Source: an optimization exercise on an open RTL-to-GDS flow (aim: small area, a short achievable clock period and few clock cycles per item). Production flows keep margins and buffers that such runs may drop.
At most, simulation tests tie the RTL to the original design; equivalence was not proved.
Only the layout flow was run in run 1; the RTL was not checked for function there.
No activity file was given, so power comes from the tool's default toggle rates.

File: flow/fapol.py
#!/usr/bin/env python3
"""Choose the polarity of each full adder in a Yosys netlist so that fewer inverters are needed.

A full adder is self-dual: inverting its three inputs inverts both outputs.  Yosys's
extract_fa picks each adder's polarity from whatever form ABC left the logic in, and puts
an inverter wherever two adders disagree.  This pass flips adders (swapping the nets on
their pins for the opposite-polarity nets) to minimise the inverters, then removes the
inverters left without loads.  Registers, ports and all other cells are untouched.

usage: fapol.py IN.v OUT.v
"""
import re, sys
from collections import defaultdict

src = open(sys.argv[1]).read()
OUTPINS = {'X', 'Y', 'Q', 'Q_N', 'SUM', 'COUT', 'HI', 'LO'}
cell_re = re.compile(r'^(\s*)(sky130_fd_sc_hd__\w+)\s+(\S+)\s*\((.*?)\);\n', re.S | re.M)
pin_re = re.compile(r'\.(\w+)\(\s*(.*?)\s*\)(?=\s*,|\s*$)', re.S)

cells = []   # [type, name, {pin: net}, order]
spans = []
for m in cell_re.finditer(src):
    pins = {}
    order = []
    for pm in pin_re.finditer(m.group(4)):
        pins[pm.group(1)] = pm.group(2).strip()
        order.append(pm.group(1))
    cells.append([m.group(2), m.group(3), pins, order])
    spans.append((m.start(), m.end()))
head = src[:spans[0][0]]
tail = src[spans[-1][1]:]
# port nets
ports = set()
for m in re.finditer(r'^\s*(input|output)\s+(\[(\d+):(\d+)\]\s+)?(\S+);', head, re.M):
    nm = m.group(5)
    if m.group(2):
        hi, lo = int(m.group(3)), int(m.group(4))
        for i in range(min(hi, lo), max(hi, lo) + 1):
            ports.add(f'{nm}[{i}]')
    ports.add(nm)

def is_inv(t): return re.match(r'sky130_fd_sc_hd__(clk)?inv_\d+$', t) is not None
COMP = {}
for a, b in [('nand2', 'and2'), ('nor2', 'or2'), ('nand3', 'and3'), ('nor3', 'or3'),
             ('nand4', 'and4'), ('nor4', 'or4'), ('xor2', 'xnor2'), ('a21oi', 'a21o'),
             ('o21ai', 'o21a'), ('a22oi', 'a22o'), ('o22ai', 'o22a'), ('a211oi', 'a211o'),
             ('o211ai', 'o211a'), ('a31oi', 'a31o'), ('o31ai', 'o31a'), ('a32oi', 'a32o'),
             ('nor2b', 'or2b'), ('nand2b', 'and2b'), ('xor3', 'xnor3')]:
    COMP[a] = b
    COMP[b] = a
def outpin(base):
    if base in ('xor2', 'xor3'):
        return 'X'
    if base in ('xnor2', 'xnor3'):
        return 'X' if base == 'xnor3' else 'Y'
    return 'Y' if (base.endswith('i') or base.startswith('n')) else 'X'
def swappable(t):
    m = re.match(r'sky130_fd_sc_hd__(\w+?)_(\d+)$', t)
    return m is not None and m.group(1) in COMP
def is_fa(t): return re.match(r'sky130_fd_sc_hd__fa_\d+$', t) is not None

driver = {}
for ci, (t, n, pins, _) in enumerate(cells):
    for p, net in pins.items():
        if p in OUTPINS:
            driver[net] = (ci, p)

def root(net):
    par = 0
    chain = [(net, 0)]
    while net in driver and is_inv(cells[driver[net][0]][0]):
        net = cells[driver[net][0]][2]['A']
        par ^= 1
        chain.append((net, par))
    return net, par

# consumers: (ci, pin) of non-inverter cells
roots = {}
cons = defaultdict(list)   # root -> [(ci, pin, parity)]
chainnets = defaultdict(dict)  # root -> {net: parity}
for ci, (t, n, pins, _) in enumerate(cells):
    for p, net in pins.items():
        if p in OUTPINS:
            continue
        r, par = root(net)
        if is_inv(t):
            continue
        cons[r].append((ci, p, par))
for net in list(driver.keys()) + list(ports):
    r, par = root(net)
    chainnets[r][net] = par
for r in list(cons.keys()):
    chainnets[r][r] = 0

# frozen roots: chain touches a port, or root not driven by a cell
frozen = set()
for r, nets in chainnets.items():
    if r not in driver or any(x in ports for x in nets):
        frozen.add(r)

fas = [ci for ci, c in enumerate(cells) if is_fa(c[0])]
flip = {ci: 0 for ci in fas}
for r in frozen:
    if r in driver and driver[r][0] in flip:
        del flip[driver[r][0]]   # its output polarity is pinned

def produced(r):
    if r in driver and driver[r][0] in flip:
        return flip[driver[r][0]]
    return 0

def root_cost(r):
    needs = set()
    for ci, p, par in cons[r]:
        q = par ^ (flip.get(ci, 0))
        # stored parity par is relative to the original netlist, where r carries r^0
        needs.add(q)
    if r in frozen:
        have = set(chainnets[r].values())
        return len(needs - have) + sum(1 for x, v in chainnets[r].items() if v == 1 and x != r)
    if r in driver and swappable(cells[driver[r][0]][0]) and r not in ports:
        return 1 if len(needs) > 1 else 0
    P = produced(r)
    return 1 if (needs - {P}) else 0

rootset = set(cons.keys()) | set(chainnets.keys())
def total():
    return sum(root_cost(r) for r in rootset)

# roots each FA touches
touch = defaultdict(set)
for r in rootset:
    for ci, p, par in cons[r]:
        if ci in flip:
            touch[ci].add(r)
    if r in driver and driver[r][0] in flip:
        touch[driver[r][0]].add(r)

before = total()
# start from a 2-colouring of the adder-to-adder connections: flip[X] ^ flip[Y] should equal
# the parity of the inverter chain between them (then that link needs no inverter)
adj = defaultdict(list)
for r in rootset:
    if r in driver and driver[r][0] in flip:
        x = driver[r][0]
        for ci, p, par in cons[r]:
            if ci in flip:
                adj[x].append((ci, par))
                adj[ci].append((x, par))
seen = {}
comps = []
for s0 in flip:
    if s0 in seen:
        continue
    seen[s0] = 0
    comp = [s0]
    stack = [s0]
    while stack:
        x = stack.pop()
        for y, par in adj[x]:
            if y not in seen:
                seen[y] = seen[x] ^ par
                comp.append(y)
                stack.append(y)
    comps.append(comp)
for comp in comps:
    best = None
    for g in (0, 1):
        for x in comp:
            flip[x] = seen[x] ^ g
        c = total()
        if best is None or c < best[0]:
            best = (c, g)
    for x in comp:
        flip[x] = seen[x] ^ best[1]
improved = True
while improved:
    improved = False
    for ci in flip:
        rs = touch[ci]
        c0 = sum(root_cost(r) for r in rs)
        flip[ci] ^= 1
        c1 = sum(root_cost(r) for r in rs)
        if c1 < c0:
            improved = True
        else:
            flip[ci] ^= 1
after = total()

# rewrite
newcells = []
swapped = [0]
ninv = [0]
invnet = {}
def get_inv(net):
    if net not in invnet:
        ninv[0] += 1
        nn = f'_fapol_n{ninv[0]}_'
        newcells.append(['sky130_fd_sc_hd__inv_1', f'_fapol_i{ninv[0]}_', {'A': net, 'Y': nn}, ['A', 'Y']])
        invnet[net] = nn
    return invnet[net]

for r in rootset:
    if r in frozen:
        have = {}
        for x, v in chainnets[r].items():
            have.setdefault(v, x)
        for ci, p, par in cons[r]:
            q = par ^ flip.get(ci, 0)
            if q in have:
                cells[ci][2][p] = have[q]
            else:
                cells[ci][2][p] = get_inv(have[1 - q])
        continue
    P = produced(r)
    needs = set(par ^ flip.get(ci, 0) for ci, p, par in cons[r])
    if r in driver and swappable(cells[driver[r][0]][0]) and needs == {1}:
        dc = cells[driver[r][0]]
        m = re.match(r'sky130_fd_sc_hd__(\w+?)_(\d+)$', dc[0])
        base = m.group(1); nb = COMP[base]
        op, np_ = outpin(base), outpin(nb)
        assert dc[2][op] == r
        dc[0] = f'sky130_fd_sc_hd__{nb}_1'
        del dc[2][op]; dc[2][np_] = r
        dc[3] = [np_ if x == op else x for x in dc[3]]
        swapped[0] += 1
        P = 1
    for ci, p, par in cons[r]:
        q = par ^ flip.get(ci, 0)
        cells[ci][2][p] = r if q == P else get_inv(r)

# drop inverters without loads (repeat for chains)
used = defaultdict(int)
allcells = cells + newcells
dead = set()
while True:
    used = defaultdict(int)
    for k, c in enumerate(allcells):
        if k in dead:
            continue
        for p, net in c[2].items():
            if p not in OUTPINS:
                used[net] += 1
    more = False
    for k, c in enumerate(allcells):
        if k in dead or not is_inv(c[0]):
            continue
        y = c[2]['Y']
        if used[y] == 0 and y not in ports:
            dead.add(k); more = True
    if not more:
        break

kept_inv = sum(1 for k, c in enumerate(allcells) if k not in dead and is_inv(c[0]))
orig_inv = sum(1 for c in cells if is_inv(c[0]))
out = [head]
decl = ''.join(f'  wire {nn};\n' for nn in invnet.values())
out[0] = head.rstrip('\n') + '\n' + decl if decl else head
for k, (t, n, pins, order) in enumerate(allcells):
    if k in dead:
        continue
    body = ',\n'.join(f'    .{p}({pins[p]})' for p in order)
    # keep a space after escaped identifiers
    body = re.sub(r'(\\\S+)\)', r'\1 )', body)
    out.append(f'  {t} {n} (\n{body}\n  );\n')
out.append(tail)
open(sys.argv[2], 'w').write(''.join(out))
print(f'fapol: {len(fas)} full adders, {sum(flip.values())} flipped, {swapped[0]} gates swapped; inverters {orig_inv} -> {kept_inv} (cost {before} -> {after})', file=sys.stderr)
File: design.v
module FSM(
    input  wire CLK,
    input  wire NRST,
    input  wire START,
    output reg  RUN,      
    output reg  DONE,     
    output wire IDLE
);
assign IDLE = ~RUN;
always @(posedge CLK or negedge NRST) begin
    if (!NRST) begin
        RUN  <= 1'b0;
        DONE <= 1'b0;
    end else begin
        RUN  <= RUN | START;
        DONE <= RUN;
    end
end
endmodule
module Multiplier(
    input  wire [7:0]  A,
    input  wire [7:0]  B,
    output wire [15:0] P
);
assign P = $signed(A) * $signed(B);
endmodule
module Accumulator(
    input  wire         CLK,
    input  wire         CLR,     
    input  wire         HOLD,    
    input  wire [7:0]   A,
    input  wire [7:0]   B,
    output wire [16:0]  OUT
);
wire [16:0] OUTv;
wire [7:0] Ag = A & {8{~HOLD}};
wire EN = ~HOLD;
reg st_0_0;
reg st_0_1;
reg st_1_0;
reg st_2_0;
reg st_3_0;
reg st_4_0;
reg st_5_0;
reg st_5_1;
reg st_6_0;
reg st_6_1;
reg st_7_0;
reg st_7_1;
reg st_8_0;
reg st_8_1;
reg st_9_0;
reg st_9_1;
reg st_10_0;
reg st_10_1;
reg st_11_0;
reg st_11_1;
reg st_12_0;
reg st_12_1;
reg st_13_0;
reg st_13_1;
reg st_14_0;
reg st_14_1;
reg st_15_0;
reg st_16_0;
reg st_16_1;
wire pp_0_0 = (Ag[0] & B[0]);
wire pp_0_1 = (Ag[0] & B[1]);
wire pp_0_2 = (Ag[0] & B[2]);
wire pp_0_3 = (Ag[0] & B[3]);
wire pp_0_4 = (Ag[0] & B[4]);
wire pp_0_5 = (Ag[0] & B[5]);
wire pp_0_6 = (Ag[0] & B[6]);
wire pp_0_7 = ~(Ag[0] & B[7]);
wire pp_1_0 = (Ag[1] & B[0]);
wire pp_1_1 = (Ag[1] & B[1]);
wire pp_1_2 = (Ag[1] & B[2]);
wire pp_1_3 = (Ag[1] & B[3]);
wire pp_1_4 = (Ag[1] & B[4]);
wire pp_1_5 = (Ag[1] & B[5]);
wire pp_1_6 = (Ag[1] & B[6]);
wire pp_1_7 = ~(Ag[1] & B[7]);
wire pp_2_0 = (Ag[2] & B[0]);
wire pp_2_1 = (Ag[2] & B[1]);
wire pp_2_2 = (Ag[2] & B[2]);
wire pp_2_3 = (Ag[2] & B[3]);
wire pp_2_4 = (Ag[2] & B[4]);
wire pp_2_5 = (Ag[2] & B[5]);
wire pp_2_6 = (Ag[2] & B[6]);
wire pp_2_7 = ~(Ag[2] & B[7]);
wire pp_3_0 = (Ag[3] & B[0]);
wire pp_3_1 = (Ag[3] & B[1]);
wire pp_3_2 = (Ag[3] & B[2]);
wire pp_3_3 = (Ag[3] & B[3]);
wire pp_3_4 = (Ag[3] & B[4]);
wire pp_3_5 = (Ag[3] & B[5]);
wire pp_3_6 = (Ag[3] & B[6]);
wire pp_3_7 = ~(Ag[3] & B[7]);
wire pp_4_0 = (Ag[4] & B[0]);
wire pp_4_1 = (Ag[4] & B[1]);
wire pp_4_2 = (Ag[4] & B[2]);
wire pp_4_3 = (Ag[4] & B[3]);
wire pp_4_4 = (Ag[4] & B[4]);
wire pp_4_5 = (Ag[4] & B[5]);
wire pp_4_6 = (Ag[4] & B[6]);
wire pp_4_7 = ~(Ag[4] & B[7]);
wire pp_5_0 = (Ag[5] & B[0]);
wire pp_5_1 = (Ag[5] & B[1]);
wire pp_5_2 = (Ag[5] & B[2]);
wire pp_5_3 = (Ag[5] & B[3]);
wire pp_5_4 = (Ag[5] & B[4]);
wire pp_5_5 = (Ag[5] & B[5]);
wire pp_5_6 = (Ag[5] & B[6]);
wire pp_5_7 = ~(Ag[5] & B[7]);
wire pp_6_0 = (Ag[6] & B[0]);
wire pp_6_1 = (Ag[6] & B[1]);
wire pp_6_2 = (Ag[6] & B[2]);
wire pp_6_3 = (Ag[6] & B[3]);
wire pp_6_4 = (Ag[6] & B[4]);
wire pp_6_5 = (Ag[6] & B[5]);
wire pp_6_6 = (Ag[6] & B[6]);
wire pp_6_7 = ~(Ag[6] & B[7]);
wire pp_7_0 = ~(Ag[7] & B[0]);
wire pp_7_1 = ~(Ag[7] & B[1]);
wire pp_7_2 = ~(Ag[7] & B[2]);
wire pp_7_3 = ~(Ag[7] & B[3]);
wire pp_7_4 = ~(Ag[7] & B[4]);
wire pp_7_5 = ~(Ag[7] & B[5]);
wire pp_7_6 = ~(Ag[7] & B[6]);
wire pp_7_7 = (Ag[7] & B[7]);
wire sg_0 = OUTv[0] & ~CLR;
wire sg_1 = OUTv[1] & ~CLR;
wire sg_2 = OUTv[2] & ~CLR;
wire sg_3 = OUTv[3] & ~CLR;
wire sg_4 = OUTv[4] & ~CLR;
wire sg_5 = OUTv[5] & ~CLR;
wire sg_6 = OUTv[6] & ~CLR;
wire sg_7 = OUTv[7] & ~CLR;
wire sg_8 = OUTv[8] & ~CLR;
wire sg_9 = OUTv[9] & ~CLR;
wire sg_10 = OUTv[10] & ~CLR;
wire sg_11 = OUTv[11] & ~CLR;
wire sg_12 = OUTv[12] & ~CLR;
wire sg_13 = OUTv[13] & ~CLR;
wire sg_14 = OUTv[14] & ~CLR;
wire sg_15 = OUTv[15] & ~CLR;
wire sg_16 = OUTv[16] & ~CLR;
wire s1 = sg_1 ^ pp_0_1 ^ pp_1_0;
wire c2 = (sg_1 & pp_0_1) | (sg_1 & pp_1_0) | (pp_0_1 & pp_1_0);
wire s3 = sg_2 ^ pp_0_2 ^ pp_1_1;
wire c4 = (sg_2 & pp_0_2) | (sg_2 & pp_1_1) | (pp_0_2 & pp_1_1);
wire s5 = pp_2_0 ^ c2 ^ s3;
wire c6 = (pp_2_0 & c2) | (pp_2_0 & s3) | (c2 & s3);
wire s7 = pp_0_3 ^ pp_1_2 ^ pp_2_1;
wire c8 = (pp_0_3 & pp_1_2) | (pp_0_3 & pp_2_1) | (pp_1_2 & pp_2_1);
wire s9 = pp_3_0 ^ sg_3 ^ c4;
wire c10 = (pp_3_0 & sg_3) | (pp_3_0 & c4) | (sg_3 & c4);
wire s11 = s7 ^ c6 ^ s9;
wire c12 = (s7 & c6) | (s7 & s9) | (c6 & s9);
wire s13 = pp_0_4 ^ pp_1_3 ^ pp_2_2;
wire c14 = (pp_0_4 & pp_1_3) | (pp_0_4 & pp_2_2) | (pp_1_3 & pp_2_2);
wire s15 = pp_3_1 ^ pp_4_0 ^ sg_4;
wire c16 = (pp_3_1 & pp_4_0) | (pp_3_1 & sg_4) | (pp_4_0 & sg_4);
wire s17 = c8 ^ s13 ^ s15;
wire c18 = (c8 & s13) | (c8 & s15) | (s13 & s15);
wire s19 = c10 ^ s17 ^ c12;
wire c20 = (c10 & s17) | (c10 & c12) | (s17 & c12);
wire s21 = pp_0_5 ^ pp_1_4 ^ pp_2_3;
wire c22 = (pp_0_5 & pp_1_4) | (pp_0_5 & pp_2_3) | (pp_1_4 & pp_2_3);
wire s23 = pp_3_2 ^ pp_4_1 ^ pp_5_0;
wire c24 = (pp_3_2 & pp_4_1) | (pp_3_2 & pp_5_0) | (pp_4_1 & pp_5_0);
wire s25 = sg_5 ^ c14 ^ s21;
wire c26 = (sg_5 & c14) | (sg_5 & s21) | (c14 & s21);
wire s27 = s23 ^ c16 ^ s25;
wire c28 = (s23 & c16) | (s23 & s25) | (c16 & s25);
wire s29 = c18 ^ s27;
wire c30 = c18 & s27;
wire s31 = pp_0_6 ^ pp_1_5 ^ pp_2_4;
wire c32 = (pp_0_6 & pp_1_5) | (pp_0_6 & pp_2_4) | (pp_1_5 & pp_2_4);
wire s33 = pp_3_3 ^ pp_4_2 ^ pp_5_1;
wire c34 = (pp_3_3 & pp_4_2) | (pp_3_3 & pp_5_1) | (pp_4_2 & pp_5_1);
wire s35 = pp_6_0 ^ sg_6 ^ c22;
wire c36 = (pp_6_0 & sg_6) | (pp_6_0 & c22) | (sg_6 & c22);
wire s37 = c24 ^ s31 ^ s33;
wire c38 = (c24 & s31) | (c24 & s33) | (s31 & s33);
wire s39 = c26 ^ s35 ^ s37;
wire c40 = (c26 & s35) | (c26 & s37) | (s35 & s37);
wire s41 = c28 ^ s39;
wire c42 = c28 & s39;
wire s43 = pp_0_7 ^ pp_1_6 ^ pp_2_5;
wire c44 = (pp_0_7 & pp_1_6) | (pp_0_7 & pp_2_5) | (pp_1_6 & pp_2_5);
wire s45 = pp_3_4 ^ pp_4_3 ^ pp_5_2;
wire c46 = (pp_3_4 & pp_4_3) | (pp_3_4 & pp_5_2) | (pp_4_3 & pp_5_2);
wire s47 = pp_6_1 ^ pp_7_0 ^ c32;
wire c48 = (pp_6_1 & pp_7_0) | (pp_6_1 & c32) | (pp_7_0 & c32);
wire s49 = c34 ^ s43 ^ s45;
wire c50 = (c34 & s43) | (c34 & s45) | (s43 & s45);
wire s51 = sg_7 ^ c36 ^ c38;
wire c52 = (sg_7 & c36) | (sg_7 & c38) | (c36 & c38);
wire s53 = s47 ^ s49 ^ c40;
wire c54 = (s47 & s49) | (s47 & c40) | (s49 & c40);
wire s55 = s51 ^ c42;
wire c56 = s51 & c42;
wire s57 = 1'b1 ^ pp_1_7 ^ pp_2_6;
wire c58 = (1'b1 & pp_1_7) | (1'b1 & pp_2_6) | (pp_1_7 & pp_2_6);
wire s59 = pp_3_5 ^ pp_4_4 ^ pp_5_3;
wire c60 = (pp_3_5 & pp_4_4) | (pp_3_5 & pp_5_3) | (pp_4_4 & pp_5_3);
wire s61 = pp_6_2 ^ pp_7_1 ^ c44;
wire c62 = (pp_6_2 & pp_7_1) | (pp_6_2 & c44) | (pp_7_1 & c44);
wire s63 = c46 ^ s57 ^ s59;
wire c64 = (c46 & s57) | (c46 & s59) | (s57 & s59);
wire s65 = sg_8 ^ c48 ^ c50;
wire c66 = (sg_8 & c48) | (sg_8 & c50) | (c48 & c50);
wire s67 = s61 ^ s63 ^ c52;
wire c68 = (s61 & s63) | (s61 & c52) | (s63 & c52);
wire s69 = s65 ^ c54 ^ s67;
wire c70 = (s65 & c54) | (s65 & s67) | (c54 & s67);
wire s71 = pp_2_7 ^ pp_3_6 ^ pp_4_5;
wire c72 = (pp_2_7 & pp_3_6) | (pp_2_7 & pp_4_5) | (pp_3_6 & pp_4_5);
wire s73 = pp_5_4 ^ pp_6_3 ^ pp_7_2;
wire c74 = (pp_5_4 & pp_6_3) | (pp_5_4 & pp_7_2) | (pp_6_3 & pp_7_2);
wire s75 = c58 ^ c60 ^ s71;
wire c76 = (c58 & c60) | (c58 & s71) | (c60 & s71);
wire s77 = s73 ^ sg_9 ^ c62;
wire c78 = (s73 & sg_9) | (s73 & c62) | (sg_9 & c62);
wire s79 = c64 ^ s75 ^ c66;
wire c80 = (c64 & s75) | (c64 & c66) | (s75 & c66);
wire s81 = s77 ^ c68 ^ s79;
wire c82 = (s77 & c68) | (s77 & s79) | (c68 & s79);
wire s83 = pp_3_7 ^ pp_4_6 ^ pp_5_5;
wire c84 = (pp_3_7 & pp_4_6) | (pp_3_7 & pp_5_5) | (pp_4_6 & pp_5_5);
wire s85 = pp_6_4 ^ pp_7_3 ^ c72;
wire c86 = (pp_6_4 & pp_7_3) | (pp_6_4 & c72) | (pp_7_3 & c72);
wire s87 = c74 ^ s83 ^ sg_10;
wire c88 = (c74 & s83) | (c74 & sg_10) | (s83 & sg_10);
wire s89 = c76 ^ s85 ^ s87;
wire c90 = (c76 & s85) | (c76 & s87) | (s85 & s87);
wire s91 = c78 ^ s89 ^ c80;
wire c92 = (c78 & s89) | (c78 & c80) | (s89 & c80);
wire s93 = pp_4_7 ^ pp_5_6 ^ pp_6_5;
wire c94 = (pp_4_7 & pp_5_6) | (pp_4_7 & pp_6_5) | (pp_5_6 & pp_6_5);
wire s95 = pp_7_4 ^ c84 ^ s93;
wire c96 = (pp_7_4 & c84) | (pp_7_4 & s93) | (c84 & s93);
wire s97 = sg_11 ^ c86 ^ c88;
wire c98 = (sg_11 & c86) | (sg_11 & c88) | (c86 & c88);
wire s99 = s95 ^ c90 ^ s97;
wire c100 = (s95 & c90) | (s95 & s97) | (c90 & s97);
wire s101 = pp_5_7 ^ pp_6_6 ^ pp_7_5;
wire c102 = (pp_5_7 & pp_6_6) | (pp_5_7 & pp_7_5) | (pp_6_6 & pp_7_5);
wire s103 = c94 ^ s101 ^ sg_12;
wire c104 = (c94 & s101) | (c94 & sg_12) | (s101 & sg_12);
wire s105 = c96 ^ s103 ^ c98;
wire c106 = (c96 & s103) | (c96 & c98) | (s103 & c98);
wire s107 = pp_6_7 ^ pp_7_6 ^ c102;
wire c108 = (pp_6_7 & pp_7_6) | (pp_6_7 & c102) | (pp_7_6 & c102);
wire s109 = sg_13 ^ s107 ^ c104;
wire c110 = (sg_13 & s107) | (sg_13 & c104) | (s107 & c104);
wire s111 = pp_7_7 ^ sg_14 ^ c108;
wire c112 = (pp_7_7 & sg_14) | (pp_7_7 & c108) | (sg_14 & c108);
wire s113 = 1'b1 ^ sg_15 ^ c112;
wire c114 = (1'b1 & sg_15) | (1'b1 & c112) | (sg_15 & c112);
wire s115 = 1'b1 ^ sg_16;
wire c116 = 1'b1 & sg_16;
always @(posedge CLK) begin
    st_0_0 <= sg_0;
    st_0_1 <= pp_0_0;
    st_1_0 <= s1;
    st_2_0 <= s5;
    st_3_0 <= s11;
    st_4_0 <= s19;
    st_5_0 <= c20;
    st_5_1 <= s29;
    st_6_0 <= c30;
    st_6_1 <= s41;
    st_7_0 <= s53;
    st_7_1 <= s55;
    st_8_0 <= c56;
    st_8_1 <= s69;
    st_9_0 <= c70;
    st_9_1 <= s81;
    st_10_0 <= c82;
    st_10_1 <= s91;
    st_11_0 <= s99;
    st_11_1 <= c92;
    st_12_0 <= c100;
    st_12_1 <= s105;
    st_13_0 <= s109;
    st_13_1 <= c106;
    st_14_0 <= s111;
    st_14_1 <= c110;
    st_15_0 <= s113;
    st_16_0 <= s115;
    st_16_1 <= c114;
end
wire [16:0] r0 = {st_16_0, st_15_0, st_14_0, st_13_0, st_12_0, st_11_0, st_10_0, st_9_0, st_8_0, st_7_0, st_6_0, st_5_0, st_4_0, st_3_0, st_2_0, st_1_0, st_0_0};
wire [16:0] r1 = {st_16_1, 1'b0, st_14_1, st_13_1, st_12_1, st_11_1, st_10_1, st_9_1, st_8_1, st_7_1, st_6_1, st_5_1, 1'b0, 1'b0, 1'b0, 1'b0, st_0_1};
wire [16:0] r2 = {1'b0, 1'b0, 1'b0, 1'b0, 1'b0, 1'b0, 1'b0, 1'b0, 1'b0, 1'b0, 1'b0, 1'b0, 1'b0, 1'b0, 1'b0, 1'b0, 1'b0};
assign OUTv = r0 + r1;
assign OUT = OUTv;
endmodule
module MatrixMultiplier(
input   wire            CLK,
input   wire            NRST,  
input   wire            START,
input   wire    [7:0]   A,
input   wire    [7:0]   B,
output  wire    [16:0]  OUT,
output  wire            OUT_STROBE
);
wire run, done, idle;
FSM U1(.CLK(CLK), .NRST(NRST), .START(START), .RUN(run), .DONE(done), .IDLE(idle));
Accumulator U3(.CLK(CLK), .CLR(idle), .HOLD(done), .A(A), .B(B), .OUT(OUT));
assign OUT_STROBE = done;
endmodule
File: standard.sh
#!/bin/bash
# synth_recipe.tcl (not shown) runs the flow's synth.tcl, then flattens the netlist and writes it again
# the make line also repeats each setting of config.mk as NAME=value (left out here)
make -C /OpenROAD-flow-scripts/flow DESIGN_CONFIG=/design/flow/config.mk WORK_HOME=/design/flow/orfs CLKGATE_MAP_FILE= SYNTH_SCRIPT=/design/flow/synth_recipe.tcl "${@:-finish}"
File: config.mk
export PLATFORM = sky130hd
export DESIGN_NAME = MatrixMultiplier
export DESIGN_NICKNAME = MatrixMultiplier
export VERILOG_FILES = /design/flow/design.v
export SDC_FILE = /design/flow/constraint.sdc
export NUM_CORES = 4
export LEC_CHECK = 0
export CAP_MARGIN = 20
export CORE_MARGIN = 2
export CORE_UTILIZATION = 60
export SETUP_SLACK_MARGIN = 2.0
export SLEW_MARGIN = 20
File: flow/unfactor.py
#!/usr/bin/env python3
"""Fold the gating of an input port into the gates that use it.

ABC shares the hold gating of each operand bit (g = a & ~hold) between the eight
partial-product gates that use it, which puts a gate with eight loads between the input
port and the adder tree.  This pass gives each partial-product gate the gating input
itself (g & b becomes and3(a, b, en); ~(g & b) becomes nand3(a, b, en)), with en = ~hold
from one new inverter, and removes the shared gates.  Registers and ports are untouched.

usage: unfactor.py IN.v OUT.v
"""
import re, sys
from collections import defaultdict

src = open(sys.argv[1]).read()
OUTPINS = {'X', 'Y', 'Q', 'Q_N', 'SUM', 'COUT', 'HI', 'LO'}
cell_re = re.compile(r'^(\s*)(sky130_fd_sc_hd__\w+)\s+(\S+)\s*\((.*?)\);\n', re.S | re.M)
pin_re = re.compile(r'\.(\w+)\(\s*(.*?)\s*\)(?=\s*,|\s*$)', re.S)
cells = []
spans = []
for m in cell_re.finditer(src):
    pins = {}
    order = []
    for pm in pin_re.finditer(m.group(4)):
        pins[pm.group(1)] = pm.group(2).strip()
        order.append(pm.group(1))
    cells.append([m.group(2), m.group(3), pins, order])
    spans.append((m.start(), m.end()))
head = src[:spans[0][0]]
tail = src[spans[-1][1]:]
inputs = set()
for m in re.finditer(r'^\s*input\s+(\[(\d+):(\d+)\]\s+)?(\S+);', head, re.M):
    nm = m.group(4)
    if m.group(1):
        for i in range(min(int(m.group(2)), int(m.group(3))), max(int(m.group(2)), int(m.group(3))) + 1):
            inputs.add(f'{nm}[{i}]')
    else:
        inputs.add(nm)

def base(t):
    return re.match(r'sky130_fd_sc_hd__(\w+?)_(\d+)$', t).group(1)

loads = defaultdict(list)
for ci, c in enumerate(cells):
    for p, n in c[2].items():
        if p not in OUTPINS:
            loads[n].append((ci, p))

dead = set()
newcells = []
newwires = []
en_of = {}   # hold net -> en net
folded = 0
for gi, g in enumerate(cells):
    if base(g[0]) != 'nor2b':
        continue
    h, a = g[2]['A'], g[2]['B_N']        # Y = ~h & a
    if a not in inputs:
        continue
    y = g[2]['Y']
    ls = loads[y]
    bufs = []
    # look through buffers ABC put after the shared gate
    while len(ls) == 1 and re.match(r'(clk)?buf$', base(cells[ls[0][0]][0])):
        bufs.append(ls[0][0])
        ls = loads[cells[ls[0][0]][2]['X']]
    if not ls or any(base(cells[ci][0]) not in ('and2', 'nand2') for ci, p in ls):
        continue
    if h not in en_of:
        en = f'_unf_en{len(en_of)}_'
        newwires.append(en)
        newcells.append(['sky130_fd_sc_hd__inv_1', f'_unf_i{len(en_of)}_', {'A': h, 'Y': en}, ['A', 'Y']])
        en_of[h] = en
    en = en_of[h]
    for ci, p in ls:
        c = cells[ci]
        other = c[2]['B' if p == 'A' else 'A']
        if base(c[0]) == 'and2':
            c[0] = 'sky130_fd_sc_hd__and3_1'
            c[2] = {'A': a, 'B': other, 'C': en, 'X': c[2]['X']}
            c[3] = ['A', 'B', 'C', 'X']
        else:
            c[0] = 'sky130_fd_sc_hd__nand3_1'
            c[2] = {'A': a, 'B': other, 'C': en, 'Y': c[2]['Y']}
            c[3] = ['A', 'B', 'C', 'Y']
        folded += 1
    dead.add(gi)
    dead.update(bufs)

out = [head.rstrip('\n') + '\n' + ''.join(f'  wire {w};\n' for w in newwires)]
for k, (t, n, pins, order) in enumerate(cells + newcells):
    if k in dead:
        continue
    body = ',\n'.join(f'    .{p}({pins[p]})' for p in order)
    body = re.sub(r'(\\\S+)\)', r'\1 )', body)
    out.append(f'  {t} {n} (\n{body}\n  );\n')
out.append(tail)
open(sys.argv[2], 'w').write(''.join(out))
print(f'unfactor: {len(dead)} shared gating gates removed, {folded} gates given the gating input', file=sys.stderr)
File: constraint.sdc
create_clock -name core_clock -period 5.5 [get_ports {CLK}]
set_input_delay 1.1000 -clock core_clock [delete_from_list [all_inputs] [get_ports {CLK}]]
set_output_delay 1.1000 -clock core_clock [all_outputs]
set_load 0.01 [all_outputs]
File: flow/run.sh
#!/bin/bash
# Standard ORFS layout with these changes:
#  - flow/fapol.py then picks each full adder's polarity (a full adder is self-dual) and
#    swaps single-output gates for their complements, so that few inverters remain between
#    adders; registers and ports are untouched by both;
#  - the port buffers are buf_1 (sized up by repair as needed) instead of the delay-cell
#    buffer that buffer_ports picks by default.
set -euo pipefail
R=orfs/results/sky130hd/MatrixMultiplier/base
bash standard.sh synth > standard_synth.log 2>&1
cp $R/1_2_yosys.v yosys_netlist_orig.v
python3 flow/unfactor.py yosys_netlist_orig.v netlist_unfactor.v > unfactor.log 2>&1
python3 flow/fapol.py netlist_unfactor.v $R/1_2_yosys.v > fapol.log 2>&1
rm -f $R/1_synth.odb $R/1_synth.sdc
bash standard.sh synth > standard_synth2.log 2>&1
bash standard.sh "BUFFER_PORTS_ARGS=-buffer_cell sky130_fd_sc_hd__buf_1" finish > standard_finish.log 2>&1
==> results.txt, run 1 <==
The clock passes through at most 2 buffers. Across the run, the number of max-cap violations was 0. The total power divided by cell area came out at 463 nW/um^2.

The placed wire-length estimate is ~5.3 mm. The number of slew-limit violations in the final report was 0. The clock period minus worst slack is between 3 and 4 ns. In this run the worst path has a maximum fanout of 8. The final net count came out at 425. The critical path goes through buf_2 > and3_4 > fa_1 > fa_2 > fa_1 > fa_1 > fa_1. Entering global routing, the biggest net connects 33 pins. The layout cell share with drive strength beyond 1 came out at 20.4%. The endpoint arrival time on the critical path came out at approximately 3.6 ns. For the final routed database, the setup TNS stands at 0 ns. The number of hold-slack violations in the final timing report came out at 0. The static leakage came out at around 0.0017 uW. The clock latency reported for the late side of the worst-skew pair came out at between 0.2 and 0.3 ns.

The standard-cell row count came out at 26. The TritonCTS sink count came out at 31. The aggregate global-route resource usage came out at 24.9%. The count of mapped cells out of synthesis came out at roughly 290. Buffers placed on the I/O ports in this run total 36. The placed instance count is about 390.

The placer's final routability congestion estimate came out at ~0.88. The kind of cell adding the most delay to the critical path is adder cells. After floorplanning, the core was sized to cover slightly above 5000 um^2.

The die is roughly 76 um tall. The synthesis-to-finish area growth is 14.6%. The number of antenna violations at the first check in global routing came out at 0.

The initial core utilization is between 60% and 70%. IR analysis of the VDD net gives a maximum drop of about 0.00050 V. The fill cell total of the finished layout is approximately 420. The worst path uses a little over three fifths of the clock period. The path type of the worst setup path is in -> reg. Setup repair after global routing could not meet its margin everywhere. The worst max-slew margin expressed relative to the limit came out at 57.1%.

For this design, the CTS-stage hold fixing added 0 buffers. The clock-pin slew on the worst setup and hold paths came out at 0.08 ns. Dividing the detail-routed wire length by the instance count gives about 17 um. The overall overflow remaining after global route is 0.

TritonCTS built the clock tree. The final count of negative-setup-slack endpoints came out at 0. The DRC marker count from the first detailed-route iteration is 110.

Each instance of the synthesized netlist takes up on average 10.7 um^2. The global-route wire length before repair is 11.6 mm. For this run, the number of standard cells in the final layout without fillers is 408. The worst clock skew is 0.0134 ns.

The via count of the first global-routing pass was about 2400. The number of warning messages in the yosys log is 2. The maximum single-stage delay on the critical path is around 0.51 ns. The slew at the pin closest to its max-slew limit is approximately 0.64 ns. The required time of the worst setup path is about 5.7 ns.

The first-pass iteration count of the detailed router is 4. The antenna cell count is 0. The die outline area is between 5000 and 6000 um^2. The residual antenna-violating net count after detailed routing came out at 0. The worst setup path is captured at a flip-flop. The overall via count from detail_route is ~2400. The count of unresolved DRC violations after routing came out at 0. The top-level I/O count came out at 37. The TritonCTS buffer count came out at 5. Summing every instance area after synthesis gives 3130 um^2. The via count normalized by instance count is slightly below 6. Counting stages on the worst path, the most repeated cell is sky130_fd_sc_hd__fa_1. The CTS H-tree depth is 2. The fmax came out at between 200 and 300 MHz.

The number of buffers and inverters on the critical path is 1. The worst setup path is launched from an input port. The net count after synthesis came out at around 380. The cell at the root of the clock tree is sky130_fd_sc_hd__clkbuf_8. The min-delay analysis places its worst path in the category in -> async.

Summed over all layers, the routed wires come to slightly below 7 mm. The floorplan step set the die width to ~76 um. The flow ran to the end and the layout has no timing, DRC or antenna violations.

The cell type of the slowest stage on the worst timing path is sky130_fd_sc_hd__fa_1.
-- report_power, final --
part | total [uW] | internal [uW] | switching [uW] | leakage, uW
combinational | 1120 | 487 | 628 | 0.00139
clock | 187 | 90.3 | 97.0 | 0.0000443
sequential | 362 | 317 | 44.9 | 0.000259
-- cell type report --
type                    count  area (um^2)  share of cell area [%]
repair inverters            2         15.0                   0.418
clock buffers               5         68.8                    1.92
well taps                  70         87.6                    2.44
repair buffers             42          198                    5.50
flip-flops and latches     31          631                    17.6
inverters                  11         45.0                    1.25
clock inverters             3         25.0                   0.697
multi-input cells         244         2520                    70.2
-- layer usage --
metal | GRT usage (%) | vias to the layer above | wire length (um)
met2 | 40.2 | 54 | 3250
li1 | - | 1115 | -
met1 | 36.6 | 1193 | 3260
met3 | 3.55 | 6 | 242
met4 | 4.73 | 0 | 53
met5 | 0 | - | 0
-- placed cells by master (no fill, tap or decap), types with 8 or more instances in the layout --
master and count:
sky130_fd_sc_hd__ha_1 14, sky130_fd_sc_hd__nand3_1 19, sky130_fd_sc_hd__a21oi_1 8, sky130_fd_sc_hd__dfxtp_1 29, sky130_fd_sc_hd__and3_4 13, sky130_fd_sc_hd__and2_1 9
sky130_fd_sc_hd__xnor2_1 9, sky130_fd_sc_hd__fa_1 47, sky130_fd_sc_hd__and3_1 40, sky130_fd_sc_hd__nand2_1 15, sky130_fd_sc_hd__buf_1 22, sky130_fd_sc_hd__buf_2 10
sky130_fd_sc_hd__inv_1 10
-- what timing repair did --
action,CTS,global route
buffers inserted,1,5
gates resized for setup,12,13
pin swaps,1,2
setup endpoints to repair,9,10
gates cloned,2,0
-- per-stage QoR --
| step | cell area (um^2) | setup WS, ns | util (%) | hold WS, ns | power, uW |
|---|---|---|---|---|---|
| after floorplan | 3210 | 1.97 | - | 0.440 | 1140 |
| after global placement | 3390 | 1.63 | 66.8 | 0.554 | 1370 |
| after detailed placement | 3390 | 1.60 | 66.8 | 0.569 | 1420 |
| after CTS | 3520 | 2.00 | 69.3 | 0.572 | 1610 |
| after global routing | 3590 | 1.99 | 70.8 | 0.572 | 1820 |
| final | 3590 | 2.07 | 70.8 | 0.570 | 1660 |
-- path summary, 6_finish.rpt --
check                                   from                 to  slack [ns]  depth (start not counted)
setup reg to reg           U1.DONE$_DFF_PN0_  U3.st_8_1$_DFF_P_        2.11                          8
setup / recovery                        B[6]  U3.st_8_1$_DFF_P_        2.07                          7
hold / removal                          NRST  U1.DONE$_DFF_PN0_        0.57                          1
max in group asynchronous               NRST   U1.RUN$_DFF_PN0_        4.81                          1
hold reg to reg            U3.st_0_0$_DFF_P_  U3.st_0_0$_DFF_P_        0.58                          2
min in group core_clock    U3.st_0_0$_DFF_P_  U3.st_0_0$_DFF_P_        0.58                          2
==> run 2: changes to the inputs <==
--- a/design.v
+++ b/design.v
@@ -63,7 +63,6 @@
 reg st_14_1;
 reg st_15_0;
 reg st_16_0;
-reg st_16_1;
 wire pp_0_0 = (Ag[0] & B[0]);
 wire pp_0_1 = (Ag[0] & B[1]);
 wire pp_0_2 = (Ag[0] & B[2]);
@@ -151,36 +150,36 @@
 wire c4 = (sg_2 & pp_0_2) | (sg_2 & pp_1_1) | (pp_0_2 & pp_1_1);
 wire s5 = pp_2_0 ^ c2 ^ s3;
 wire c6 = (pp_2_0 & c2) | (pp_2_0 & s3) | (c2 & s3);
-wire s7 = pp_0_3 ^ pp_1_2 ^ pp_2_1;
-wire c8 = (pp_0_3 & pp_1_2) | (pp_0_3 & pp_2_1) | (pp_1_2 & pp_2_1);
-wire s9 = pp_3_0 ^ sg_3 ^ c4;
-wire c10 = (pp_3_0 & sg_3) | (pp_3_0 & c4) | (sg_3 & c4);
+wire s7 = sg_3 ^ pp_0_3 ^ pp_1_2;
+wire c8 = (sg_3 & pp_0_3) | (sg_3 & pp_1_2) | (pp_0_3 & pp_1_2);
+wire s9 = pp_2_1 ^ pp_3_0 ^ c4;
+wire c10 = (pp_2_1 & pp_3_0) | (pp_2_1 & c4) | (pp_3_0 & c4);
 wire s11 = s7 ^ c6 ^ s9;
 wire c12 = (s7 & c6) | (s7 & s9) | (c6 & s9);
-wire s13 = pp_0_4 ^ pp_1_3 ^ pp_2_2;
-wire c14 = (pp_0_4 & pp_1_3) | (pp_0_4 & pp_2_2) | (pp_1_3 & pp_2_2);
-wire s15 = pp_3_1 ^ pp_4_0 ^ sg_4;
-wire c16 = (pp_3_1 & pp_4_0) | (pp_3_1 & sg_4) | (pp_4_0 & sg_4);
+wire s13 = sg_4 ^ pp_0_4 ^ pp_1_3;
+wire c14 = (sg_4 & pp_0_4) | (sg_4 & pp_1_3) | (pp_0_4 & pp_1_3);
+wire s15 = pp_2_2 ^ pp_3_1 ^ pp_4_0;
+wire c16 = (pp_2_2 & pp_3_1) | (pp_2_2 & pp_4_0) | (pp_3_1 & pp_4_0);
 wire s17 = c8 ^ s13 ^ s15;
 wire c18 = (c8 & s13) | (c8 & s15) | (s13 & s15);
 wire s19 = c10 ^ s17 ^ c12;
 wire c20 = (c10 & s17) | (c10 & c12) | (s17 & c12);
-wire s21 = pp_0_5 ^ pp_1_4 ^ pp_2_3;
-wire c22 = (pp_0_5 & pp_1_4) | (pp_0_5 & pp_2_3) | (pp_1_4 & pp_2_3);
-wire s23 = pp_3_2 ^ pp_4_1 ^ pp_5_0;
-wire c24 = (pp_3_2 & pp_4_1) | (pp_3_2 & pp_5_0) | (pp_4_1 & pp_5_0);
-wire s25 = sg_5 ^ c14 ^ s21;
-wire c26 = (sg_5 & c14) | (sg_5 & s21) | (c14 & s21);
-wire s27 = s23 ^ c16 ^ s25;
-wire c28 = (s23 & c16) | (s23 & s25) | (c16 & s25);
-wire s29 = c18 ^ s27;
-wire c30 = c18 & s27;
-wire s31 = pp_0_6 ^ pp_1_5 ^ pp_2_4;
-wire c32 = (pp_0_6 & pp_1_5) | (pp_0_6 & pp_2_4) | (pp_1_5 & pp_2_4);
-wire s33 = pp_3_3 ^ pp_4_2 ^ pp_5_1;
-wire c34 = (pp_3_3 & pp_4_2) | (pp_3_3 & pp_5_1) | (pp_4_2 & pp_5_1);
-wire s35 = pp_6_0 ^ sg_6 ^ c22;
-wire c36 = (pp_6_0 & sg_6) | (pp_6_0 & c22) | (sg_6 & c22);
+wire s21 = sg_5 ^ pp_0_5 ^ pp_1_4;
+wire c22 = (sg_5 & pp_0_5) | (sg_5 & pp_1_4) | (pp_0_5 & pp_1_4);
+wire s23 = pp_2_3 ^ pp_3_2 ^ pp_4_1;
+wire c24 = (pp_2_3 & pp_3_2) | (pp_2_3 & pp_4_1) | (pp_3_2 & pp_4_1);
+wire s25 = pp_5_0 ^ c14 ^ c16;
+wire c26 = (pp_5_0 & c14) | (pp_5_0 & c16) | (c14 & c16);
+wire s27 = s21 ^ s23 ^ c18;
+wire c28 = (s21 & s23) | (s21 & c18) | (s23 & c18);
+wire s29 = s25 ^ s27;
+wire c30 = s25 & s27;
+wire s31 = sg_6 ^ pp_0_6 ^ pp_1_5;
+wire c32 = (sg_6 & pp_0_6) | (sg_6 & pp_1_5) | (pp_0_6 & pp_1_5);
+wire s33 = pp_2_4 ^ pp_3_3 ^ pp_4_2;
+wire c34 = (pp_2_4 & pp_3_3) | (pp_2_4 & pp_4_2) | (pp_3_3 & pp_4_2);
+wire s35 = pp_5_1 ^ pp_6_0 ^ c22;
+wire c36 = (pp_5_1 & pp_6_0) | (pp_5_1 & c22) | (pp_6_0 & c22);
 wire s37 = c24 ^ s31 ^ s33;
 wire c38 = (c24 & s31) | (c24 & s33) | (s31 & s33);
 wire s39 = c26 ^ s35 ^ s37;
@@ -191,76 +190,76 @@
 wire c44 = (pp_0_7 & pp_1_6) | (pp_0_7 & pp_2_5) | (pp_1_6 & pp_2_5);
 wire s45 = pp_3_4 ^ pp_4_3 ^ pp_5_2;
 wire c46 = (pp_3_4 & pp_4_3) | (pp_3_4 & pp_5_2) | (pp_4_3 & pp_5_2);
-wire s47 = pp_6_1 ^ pp_7_0 ^ c32;
-wire c48 = (pp_6_1 & pp_7_0) | (pp_6_1 & c32) | (pp_7_0 & c32);
-wire s49 = c34 ^ s43 ^ s45;
-wire c50 = (c34 & s43) | (c34 & s45) | (s43 & s45);
-wire s51 = sg_7 ^ c36 ^ c38;
-wire c52 = (sg_7 & c36) | (sg_7 & c38) | (c36 & c38);
-wire s53 = s47 ^ s49 ^ c40;
-wire c54 = (s47 & s49) | (s47 & c40) | (s49 & c40);
-wire s55 = s51 ^ c42;
-wire c56 = s51 & c42;
+wire s47 = pp_6_1 ^ pp_7_0 ^ sg_7;
+wire c48 = (pp_6_1 & pp_7_0) | (pp_6_1 & sg_7) | (pp_7_0 & sg_7);
+wire s49 = c32 ^ c34 ^ s43;
+wire c50 = (c32 & c34) | (c32 & s43) | (c34 & s43);
+wire s51 = s45 ^ s47 ^ c36;
+wire c52 = (s45 & s47) | (s45 & c36) | (s47 & c36);
+wire s53 = c38 ^ s49 ^ s51;
+wire c54 = (c38 & s49) | (c38 & s51) | (s49 & s51);
+wire s55 = c40 ^ c42;
+wire c56 = c40 & c42;
 wire s57 = 1'b1 ^ pp_1_7 ^ pp_2_6;
 wire c58 = (1'b1 & pp_1_7) | (1'b1 & pp_2_6) | (pp_1_7 & pp_2_6);
 wire s59 = pp_3_5 ^ pp_4_4 ^ pp_5_3;
 wire c60 = (pp_3_5 & pp_4_4) | (pp_3_5 & pp_5_3) | (pp_4_4 & pp_5_3);
-wire s61 = pp_6_2 ^ pp_7_1 ^ c44;
-wire c62 = (pp_6_2 & pp_7_1) | (pp_6_2 & c44) | (pp_7_1 & c44);
-wire s63 = c46 ^ s57 ^ s59;
-wire c64 = (c46 & s57) | (c46 & s59) | (s57 & s59);
-wire s65 = sg_8 ^ c48 ^ c50;
-wire c66 = (sg_8 & c48) | (sg_8 & c50) | (c48 & c50);
-wire s67 = s61 ^ s63 ^ c52;
-wire c68 = (s61 & s63) | (s61 & c52) | (s63 & c52);
-wire s69 = s65 ^ c54 ^ s67;
-wire c70 = (s65 & c54) | (s65 & s67) | (c54 & s67);
+wire s61 = pp_6_2 ^ pp_7_1 ^ sg_8;
+wire c62 = (pp_6_2 & pp_7_1) | (pp_6_2 & sg_8) | (pp_7_1 & sg_8);
+wire s63 = c44 ^ c46 ^ s57;
+wire c64 = (c44 & c46) | (c44 & s57) | (c46 & s57);
+wire s65 = s59 ^ c48 ^ s61;
+wire c66 = (s59 & c48) | (s59 & s61) | (c48 & s61);
+wire s67 = c50 ^ s63 ^ s65;
+wire c68 = (c50 & s63) | (c50 & s65) | (s63 & s65);
+wire s69 = c52 ^ c54 ^ s67;
+wire c70 = (c52 & c54) | (c52 & s67) | (c54 & s67);
 wire s71 = pp_2_7 ^ pp_3_6 ^ pp_4_5;
 wire c72 = (pp_2_7 & pp_3_6) | (pp_2_7 & pp_4_5) | (pp_3_6 & pp_4_5);
 wire s73 = pp_5_4 ^ pp_6_3 ^ pp_7_2;
 wire c74 = (pp_5_4 & pp_6_3) | (pp_5_4 & pp_7_2) | (pp_6_3 & pp_7_2);
-wire s75 = c58 ^ c60 ^ s71;
-wire c76 = (c58 & c60) | (c58 & s71) | (c60 & s71);
-wire s77 = s73 ^ sg_9 ^ c62;
-wire c78 = (s73 & sg_9) | (s73 & c62) | (sg_9 & c62);
+wire s75 = sg_9 ^ c58 ^ c60;
+wire c76 = (sg_9 & c58) | (sg_9 & c60) | (c58 & c60);
+wire s77 = s71 ^ s73 ^ c62;
+wire c78 = (s71 & s73) | (s71 & c62) | (s73 & c62);
 wire s79 = c64 ^ s75 ^ c66;
 wire c80 = (c64 & s75) | (c64 & c66) | (s75 & c66);
 wire s81 = s77 ^ c68 ^ s79;
 wire c82 = (s77 & c68) | (s77 & s79) | (c68 & s79);
 wire s83 = pp_3_7 ^ pp_4_6 ^ pp_5_5;
 wire c84 = (pp_3_7 & pp_4_6) | (pp_3_7 & pp_5_5) | (pp_4_6 & pp_5_5);
-wire s85 = pp_6_4 ^ pp_7_3 ^ c72;
-wire c86 = (pp_6_4 & pp_7_3) | (pp_6_4 & c72) | (pp_7_3 & c72);
-wire s87 = c74 ^ s83 ^ sg_10;
-wire c88 = (c74 & s83) | (c74 & sg_10) | (s83 & sg_10);
-wire s89 = c76 ^ s85 ^ s87;
-wire c90 = (c76 & s85) | (c76 & s87) | (s85 & s87);
-wire s91 = c78 ^ s89 ^ c80;
-wire c92 = (c78 & s89) | (c78 & c80) | (s89 & c80);
+wire s85 = pp_6_4 ^ pp_7_3 ^ sg_10;
+wire c86 = (pp_6_4 & pp_7_3) | (pp_6_4 & sg_10) | (pp_7_3 & sg_10);
+wire s87 = c72 ^ c74 ^ s83;
+wire c88 = (c72 & c74) | (c72 & s83) | (c74 & s83);
+wire s89 = s85 ^ c76 ^ c78;
+wire c90 = (s85 & c76) | (s85 & c78) | (c76 & c78);
+wire s91 = s87 ^ c80 ^ s89;
+wire c92 = (s87 & c80) | (s87 & s89) | (c80 & s89);
 wire s93 = pp_4_7 ^ pp_5_6 ^ pp_6_5;
 wire c94 = (pp_4_7 & pp_5_6) | (pp_4_7 & pp_6_5) | (pp_5_6 & pp_6_5);
-wire s95 = pp_7_4 ^ c84 ^ s93;
-wire c96 = (pp_7_4 & c84) | (pp_7_4 & s93) | (c84 & s93);
-wire s97 = sg_11 ^ c86 ^ c88;
-wire c98 = (sg_11 & c86) | (sg_11 & c88) | (c86 & c88);
+wire s95 = pp_7_4 ^ sg_11 ^ c84;
+wire c96 = (pp_7_4 & sg_11) | (pp_7_4 & c84) | (sg_11 & c84);
+wire s97 = s93 ^ c86 ^ c88;
+wire c98 = (s93 & c86) | (s93 & c88) | (c86 & c88);
 wire s99 = s95 ^ c90 ^ s97;
 wire c100 = (s95 & c90) | (s95 & s97) | (c90 & s97);
 wire s101 = pp_5_7 ^ pp_6_6 ^ pp_7_5;
 wire c102 = (pp_5_7 & pp_6_6) | (pp_5_7 & pp_7_5) | (pp_6_6 & pp_7_5);
-wire s103 = c94 ^ s101 ^ sg_12;
-wire c104 = (c94 & s101) | (c94 & sg_12) | (s101 & sg_12);
+wire s103 = sg_12 ^ c94 ^ s101;
+wire c104 = (sg_12 & c94) | (sg_12 & s101) | (c94 & s101);
 wire s105 = c96 ^ s103 ^ c98;
 wire c106 = (c96 & s103) | (c96 & c98) | (s103 & c98);
-wire s107 = pp_6_7 ^ pp_7_6 ^ c102;
-wire c108 = (pp_6_7 & pp_7_6) | (pp_6_7 & c102) | (pp_7_6 & c102);
-wire s109 = sg_13 ^ s107 ^ c104;
-wire c110 = (sg_13 & s107) | (sg_13 & c104) | (s107 & c104);
+wire s107 = pp_6_7 ^ pp_7_6 ^ sg_13;
+wire c108 = (pp_6_7 & pp_7_6) | (pp_6_7 & sg_13) | (pp_7_6 & sg_13);
+wire s109 = c102 ^ s107 ^ c104;
+wire c110 = (c102 & s107) | (c102 & c104) | (s107 & c104);
 wire s111 = pp_7_7 ^ sg_14 ^ c108;
 wire c112 = (pp_7_7 & sg_14) | (pp_7_7 & c108) | (sg_14 & c108);
 wire s113 = 1'b1 ^ sg_15 ^ c112;
 wire c114 = (1'b1 & sg_15) | (1'b1 & c112) | (sg_15 & c112);
-wire s115 = 1'b1 ^ sg_16;
-wire c116 = 1'b1 & sg_16;
+wire s115 = 1'b1 ^ sg_16 ^ c114;
+wire c116 = (1'b1 & sg_16) | (1'b1 & c114) | (sg_16 & c114);
 always @(posedge CLK) begin
     st_0_0 <= sg_0;
     st_0_1 <= pp_0_0;
@@ -280,8 +279,8 @@
     st_9_1 <= s81;
     st_10_0 <= c82;
     st_10_1 <= s91;
-    st_11_0 <= s99;
-    st_11_1 <= c92;
+    st_11_0 <= c92;
+    st_11_1 <= s99;
     st_12_0 <= c100;
     st_12_1 <= s105;
     st_13_0 <= s109;
@@ -290,10 +289,9 @@
     st_14_1 <= c110;
     st_15_0 <= s113;
     st_16_0 <= s115;
-    st_16_1 <= c114;
 end
 wire [16:0] r0 = {st_16_0, st_15_0, st_14_0, st_13_0, st_12_0, st_11_0, st_10_0, st_9_0, st_8_0, st_7_0, st_6_0, st_5_0, st_4_0, st_3_0, st_2_0, st_1_0, st_0_0};
-wire [16:0] r1 = {st_16_1, 1'b0, st_14_1, st_13_1, st_12_1, st_11_1, st_10_1, st_9_1, st_8_1, st_7_1, st_6_1, st_5_1, 1'b0, 1'b0, 1'b0, 1'b0, st_0_1};
+wire [16:0] r1 = {1'b0, 1'b0, st_14_1, st_13_1, st_12_1, st_11_1, st_10_1, st_9_1, st_8_1, st_7_1, st_6_1, st_5_1, 1'b0, 1'b0, 1'b0, 1'b0, st_0_1};
 wire [16:0] r2 = {1'b0, 1'b0, 1'b0, 1'b0, 1'b0, 1'b0, 1'b0, 1'b0, 1'b0, 1'b0, 1'b0, 1'b0, 1'b0, 1'b0, 1'b0, 1'b0, 1'b0};
 assign OUTv = r0 + r1;
 assign OUT = OUTv;
==> flow/run.sh (replaced) <==
#!/bin/bash
# Standard ORFS layout with these changes:
#  - flow/fapol.py then picks each full adder's polarity (a full adder is self-dual) and
#    swaps single-output gates for their complements, so that few inverters remain between
#    adders; registers and ports are untouched by both;
#  - flow/decomp.py then rebuilds the full adders on the worst paths (by OpenSTA on the
#    netlist) from two XORs and a majority gate, the latest input through one XOR;
#  - the port buffers are buf_1 (sized up by repair as needed) instead of the delay-cell
#    buffer that buffer_ports picks by default.
set -euo pipefail
R=orfs/results/sky130hd/MatrixMultiplier/base
bash standard.sh synth > standard_synth.log 2>&1
cp $R/1_2_yosys.v yosys_netlist_orig.v
python3 flow/unfactor.py yosys_netlist_orig.v netlist_unfactor.v > unfactor.log 2>&1
python3 flow/fapol.py netlist_unfactor.v netlist_fapol.v > fapol.log 2>&1
python3 flow/decomp.py netlist_fapol.v $R/1_2_yosys.v "$FLOW_HOME/platforms/sky130hd" constraint.sdc 16 > decomp.log 2>&1
rm -f $R/1_synth.odb $R/1_synth.sdc
bash standard.sh synth > standard_synth2.log 2>&1
bash standard.sh "BUFFER_PORTS_ARGS=-buffer_cell sky130_fd_sc_hd__buf_1" finish > standard_finish.log 2>&1
==> flow/decomp.py (new file) <==
#!/usr/bin/env python3
"""Rebuild the slowest full adders of a netlist from faster gates.

The sky130 full-adder cell is dense but slow from every input to SUM.  For the adders on
the worst paths (by OpenSTA on the netlist, without wires) this pass builds
SUM = (x ^ y) ^ z and COUT = maj(x, y, z), with z the input that arrives last, so that z
reaches SUM through one XOR.  It repeats while the worst slack improves, up to a limit on
the number of adders rebuilt.  Registers, ports and all other cells are untouched.

usage: decomp.py IN.v OUT.v PLATFORM_DIR SDC [MAX_ADDERS]
"""
import re, sys, subprocess, os, tempfile

inp, outp, plat, sdc = sys.argv[1:5]
lib = plat + '/lib/sky130_fd_sc_hd__tt_025C_1v80.lib'
maxn = int(sys.argv[5]) if len(sys.argv) > 5 else 24
src = open(inp).read()
cell_re = re.compile(r'^(\s*)(sky130_fd_sc_hd__\w+)\s+(\S+)\s*\((.*?)\);\n', re.S | re.M)
pin_re = re.compile(r'\.(\w+)\(\s*(.*?)\s*\)(?=\s*,|\s*$)', re.S)
cells = []
spans = []
for m in cell_re.finditer(src):
    pins = {}
    order = []
    for pm in pin_re.finditer(m.group(4)):
        pins[pm.group(1)] = pm.group(2).strip()
        order.append(pm.group(1))
    cells.append([m.group(2), m.group(3), pins, order])
    spans.append((m.start(), m.end()))
head = src[:spans[0][0]]
tail = src[spans[-1][1]:]
newwires = []

def emit(path):
    out = [head.rstrip('\n') + '\n' + ''.join(f'  wire {w};\n' for w in newwires)]
    for t, n, pins, order in cells:
        body = ',\n'.join(f'    .{p}({pins[p]})' for p in order)
        body = re.sub(r'(\\\S+)\)', r'\1 )', body)
        out.append(f'  {t} {n} (\n{body}\n  );\n')
    out.append(tail)
    open(path, 'w').write(''.join(out))

def esc(n):
    return n if not n.startswith('\\') else n

def sta(path):
    tcl = f'''read_lef {plat}/lef/sky130_fd_sc_hd.tlef
read_lef {plat}/lef/sky130_fd_sc_hd_merged.lef
read_liberty {lib}
read_verilog {path}
link_design MatrixMultiplier
read_sdc {sdc}
puts "WS [worst_slack -max]"
foreach c [get_cells -filter "ref_name =~ sky130_fd_sc_hd__fa_*"] {{
  set nm [get_full_name $c]
  set line "FA $nm"
  foreach p {{A B CIN SUM COUT}} {{
    set pin [get_pins $nm/$p]
    append line " [get_property $pin slack_max] [get_property $pin arrival_max_rise] [get_property $pin arrival_max_fall]"
  }}
  puts $line
}}
'''
    tf = path + '.sta.tcl'
    open(tf, 'w').write(tcl)
    r = subprocess.run(['openroad', '-no_init', '-exit', tf], capture_output=True, text=True)
    log.write(r.stdout + r.stderr)
    ws = None
    fas = {}
    for line in r.stdout.splitlines():
        if line.startswith('WS '):
            ws = float(line.split()[1])
        elif line.startswith('FA '):
            f = line.split()
            name = f[1]
            v = [float(x) for x in f[2:]]
            arr = {p: max(v[3 * k + 1], v[3 * k + 2]) for k, p in enumerate(['A', 'B', 'CIN', 'SUM', 'COUT'])}
            slk = min(v[3 * 3], v[3 * 4])
            fas[name] = (slk, arr)
    return ws, fas

log = open(outp + '.log', 'w')
work = outp + '.tmp.v'
emit(work)
ws, fas = sta(work)
log.write(f'start WS {ws}\n')
print(f'decomp: start worst slack {ws:.3f}', file=sys.stderr)
byname = {c[1]: c for c in cells}
done = 0
k = 0
best = (ws, [list(map(lambda x: x if not isinstance(x, dict) else dict(x), c)) for c in cells], list(newwires))
while done < maxn:
    cand = [(s, n) for n, (s, a) in fas.items() if s < ws + 0.05]
    if not cand:
        break
    cand.sort()
    step = 0
    for s, n in cand:
        if done >= maxn:
            break
        c = byname[n]
        arr = fas[n][1]
        ins = sorted(['A', 'B', 'CIN'], key=lambda p: arr[p])
        x, y, z = (c[2][p] for p in ins)
        s_net, co_net = c[2]['SUM'], c[2]['COUT']
        k += 1
        t = f'_dc_t{k}_'
        newwires.append(t)
        # replace the adder cell in place by three gates
        c[0] = 'sky130_fd_sc_hd__xor2_1'
        c[1] = f'_dc_x{k}_'
        c[2] = {'A': x, 'B': y, 'X': t}
        c[3] = ['A', 'B', 'X']
        cells.append(['sky130_fd_sc_hd__xor2_1', f'_dc_s{k}_', {'A': t, 'B': z, 'X': s_net}, ['A', 'B', 'X']])
        cells.append(['sky130_fd_sc_hd__maj3_1', f'_dc_m{k}_', {'A': x, 'B': z, 'C': y, 'X': co_net}, ['A', 'B', 'C', 'X']])
        del byname[n]
        done += 1
        step += 1
    emit(work)
    ws2, fas2 = sta(work)
    log.write(f'step {step} adders, total {done}: WS {ws2}\n')
    print(f'decomp: {done} adders rebuilt, worst slack {ws2:.3f}', file=sys.stderr)
    if ws2 <= best[0] + 0.005:
        break
    best = (ws2, [[c[0], c[1], dict(c[2]), list(c[3])] for c in cells], list(newwires))
    ws, fas = ws2, fas2
    byname = {c[1]: c for c in cells}
cells = best[1]
newwires = best[2]
emit(outp)
print(f'decomp: kept worst slack {best[0]:.3f}', file=sys.stderr)
os.remove(work)
==> results.txt, run 2 <==
Walking the worst path, the cells encountered are ha_1 > ha_2 > nand3_1 > o221a_4 > xnor2_1 > and2_1 > fa_1 > fa_1 > fa_1 > maj3_1. Entering global routing, the biggest net connects between 60 and 70 pins. The final net count came out at approximately 410. The synthesis-to-finish area growth came out at 9.66%. The final layout contains routed wiring with a total length of approximately 6.4 mm. Detailed placement finished with a half-perimeter wire length of just over 5 mm. The clock-pin slew on the worst setup and hold paths came out at 0.06 ns. The tree is rooted in a sky130_fd_sc_hd__clkbuf_8. The fraction of the cycle the final worst path needs is approximately three fifths.

The via count of the first global-routing pass came out at 2200. For this run, the number of standard cells in the final layout without fillers is 401. For this run, design rule violations remaining after detail routing come to 0. The tightest min-delay check is of the in -> async type. The die outline area came out at approximately 5600 um^2.

The TritonCTS sink count is 30. TritonCTS built the clock tree. The layout cell share with drive strength beyond 1 is 5.69%. The initial core utilization is between 60 and 70%. The most numerous cell type found on the critical path is sky130_fd_sc_hd__fa_1. The number of hold-repair buffers added at the cts stage came out at 0. The critical path in this run is classified as reg -> reg. The count of nets left with antenna violations once routing finished came out at 0.

The via count normalized by instance count is 5.65. The placed instance count came out at around 390. Setup violations remaining at the end of the flow were counted as 0. The startpoint identified for the worst register-to-register timing path is U3.st_0_1$_DFF_P_.

The placer's final routability congestion estimate came out at 0.813. The kind of cell with the highest combined delay along the critical path is adder cells. The aggregate global-route resource usage came out at between 20% and 30%.

The standard-cell row count came out at 25. In this run the critical register-to-register path is captured at U3.st_9_0$_DFF_P_. The final non-filler cell area came out at about 3300 um^2. Setup repair after global routing left no endpoint under its margin. The number of clock buffers added by TritonCTS is 5. The total power divided by cell area came out at around 550 nW/um^2.

VDD sags by at most 0.000308 V. The number of antenna violations at the first check in global routing is 0. During synthesis, Yosys emitted a total of 2 warnings. The top-level I/O count came out at 37. For the worst setup path, the data required time is around 5.7 ns. The antenna cell count came out at 0. The slowest stage of the critical path belongs to the cell sky130_fd_sc_hd__fa_1.

The static leakage came out at around 0.0016 uW. The number of slew-limit violations in the final report came out at 0. Across the run, the number of max-cap violations was 0. The CTS H-tree depth is 2. Timing would allow up to around 300 MHz. The flow ran to the end and the layout has no timing, DRC or antenna violations. A synthesized cell averages roughly 10 um^2.

The post-synth design cell area came out at between 3000 and 4000 um^2. Dividing the detail-routed wire length by the instance count gives 16.0 um. The DRC marker count from the first detailed-route iteration came out at ~110.

Counting both buffers and inverters, the worst setup path holds a total of 0. The core region is between 4000 and 5000 um^2. Measured against its own limit, the worst slew margin works out to between 60% and 70%.

The reg-to-reg setup timing slack is roughly 2.2 ns. The slack of the critical path came out at approximately 2.2 ns. The net count after synthesis is 368. The number of hold-slack violations in the final timing report came out at 0.

The count of cells along the worst register-to-register path is 10. Leaving out fill and tap cells, the most frequent cell in the layout is sky130_fd_sc_hd__and3_1. Synthesis produced a netlist whose cell count is 295. The clock latency reported for the late side of the worst-skew pair is around 0.28 ns.

The library cells used most frequently in the layout, excluding fill and tap cells, are 50 x sky130_fd_sc_hd__and3_1, 37 x sky130_fd_sc_hd__xor2_1, 36 x sky130_fd_sc_hd__fa_1, 36 x sky130_fd_sc_hd__buf_1, 28 x sky130_fd_sc_hd__dfxtp_1. The endpoint arrival time on the critical path is between 3 and 4 ns. The maximum single-stage delay on the critical path is between 0.5 and 0.6 ns.

Between clock sinks in the finished design, the worst skew comes to approximately 0.0063 ns. STA classifies the critical path startpoint as a flip-flop. The vertical die dimension is 75.1 um. After detailed placement, the total cell area comes to between 3000 and 4000 um^2. The largest fanout on the critical path is 4. The slew at the pin closest to its max-slew limit came out at between 0.5 and 0.6 ns. Summed over all failing endpoints, the final setup total negative slack is 0 ns. The width of the chip came out at ~75 um. The first-pass iteration count of the detailed router is 4. The worst slack after detailed placement came out at between 1.5 and 2 ns. The global-route wire length before repair is between 10 and 15 mm. The overall overflow remaining after global route is 0. The clock period minus worst slack came out at approximately 3.3 ns. STA classifies the critical path endpoint as a flip-flop. The fill cell total of the finished layout came out at around 400. The clock tree buffer depth is 2. The routed layout has between 2000 and 2500 vias. The number of buffers inserted to repair setup after CTS came out at 0. The number of input and output port buffers inserted came out at 36.
[run 2: where the power goes]
group / internal [uW] / total, uW / switching [uW]
clock: 84.5 / 162 / 77.6
sequential: 326 / 371 / 45.0
combinational: 565 / 1300 / 734
[run 2: final cells by class]
cell class / instances / area [um^2] / area share [%]
Timing Repair Buffer: 37 / 143 / 4.29
Clock inverter: 2 / 10.0 / 0.301
Tap cell: 67 / 83.8 / 2.52
Clock buffer: 5 / 68.8 / 2.07
Multi-Input combinational cell: 251 / 2370 / 71.4
Inverter: 9 / 33.8 / 1.02
Sequential cell: 30 / 611 / 18.4
[run 2: what timing repair did]
item,in CTS,in global routing
hold endpoints to repair,0,0
resized for setup,0,3
setup endpoints to repair,0,2
[run 2: how the worst max path moves through the flow]
stage | cells after the start | endpoint | startpoint | slack, ns
5_1_grt | 10 | U3.st_9_0$_DFF_P_ | U3.st_0_1$_DFF_P_ | 2.00
3_3_place_gp | 6 | U3.st_9_0$_DFF_P_ | B[4] | 1.94
6_report | 10 | U3.st_9_0$_DFF_P_ | U3.st_0_1$_DFF_P_ | 2.16
4_1_cts | 9 | U3.st_9_0$_DFF_P_ | U3.st_6_1$_DFF_P_ | 2.09
3_5_place_dp | 6 | U3.st_11_1$_DFF_P_ | B[7] | 1.91
2_1_floorplan | 9 | U3.st_9_0$_DFF_P_ | U3.st_6_1$_DFF_P_ | 2.21
[run 2: per-layer routing]
layer	GRT usage, %	vias to the layer above	wire [um]
met4	7.74	0	104
met2	38.0	49	2720
met3	3.61	9	199
met1	39.5	1095	3410
met5	0	-	0
li1	-	1114	-
[run 2: through the flow]
| stage | power, uW | util [%] | hold WS (ns) |
|---|---|---|---|
| after floorplan | 1380 | - | 0.352 |
| after global placement | 1630 | 67.4 | 0.595 |
| after detailed placement | 1670 | 67.4 | 0.603 |
| after CTS | 1840 | 69.0 | 0.582 |
| after global routing | 2060 | 69.4 | 0.587 |
| final | 1830 | 69.4 | 0.588 |
Testbench counts of run 2, summed over its fixed seeds: cycles 4,800, items 2,400.

afterwards: timing with drivers on the ports:
No port has a modelled driver above. Below, the same layouts with a new extraction and two added sets of constraints.
Step 1 (the two cells are an assumption about what drives the block):
set clk [get_ports {CLK}]
set_driving_cell -lib_cell sky130_fd_sc_hd__clkbuf_16 $clk
set_driving_cell -lib_cell sky130_fd_sc_hd__buf_2 [delete_from_list [all_inputs] $clk]
Step 2 moves the port delays by t, midway between the first and last clock arrival at a register: inputs arrive t later, outputs are due t later. That takes back most of the time a late clock gives input paths.
Three values: ideal ports, drivers, drivers and shift; two values: the first two.
run | t (ns) | setup WS [ns] | worst register clock-pin slew, ns
run 1 | 0.311 | 2.066 / 2.065 / 1.753 | 0.08 / 0.08
run 2 | 0.305 | 2.156 / 2.156 / 1.910 | 0.06 / 0.06
After both steps setup and hold are still met in every run listed. The setup slack of run 1, which loses most, moves by -0.001 ns with the drivers and by -0.313 ns with both steps.
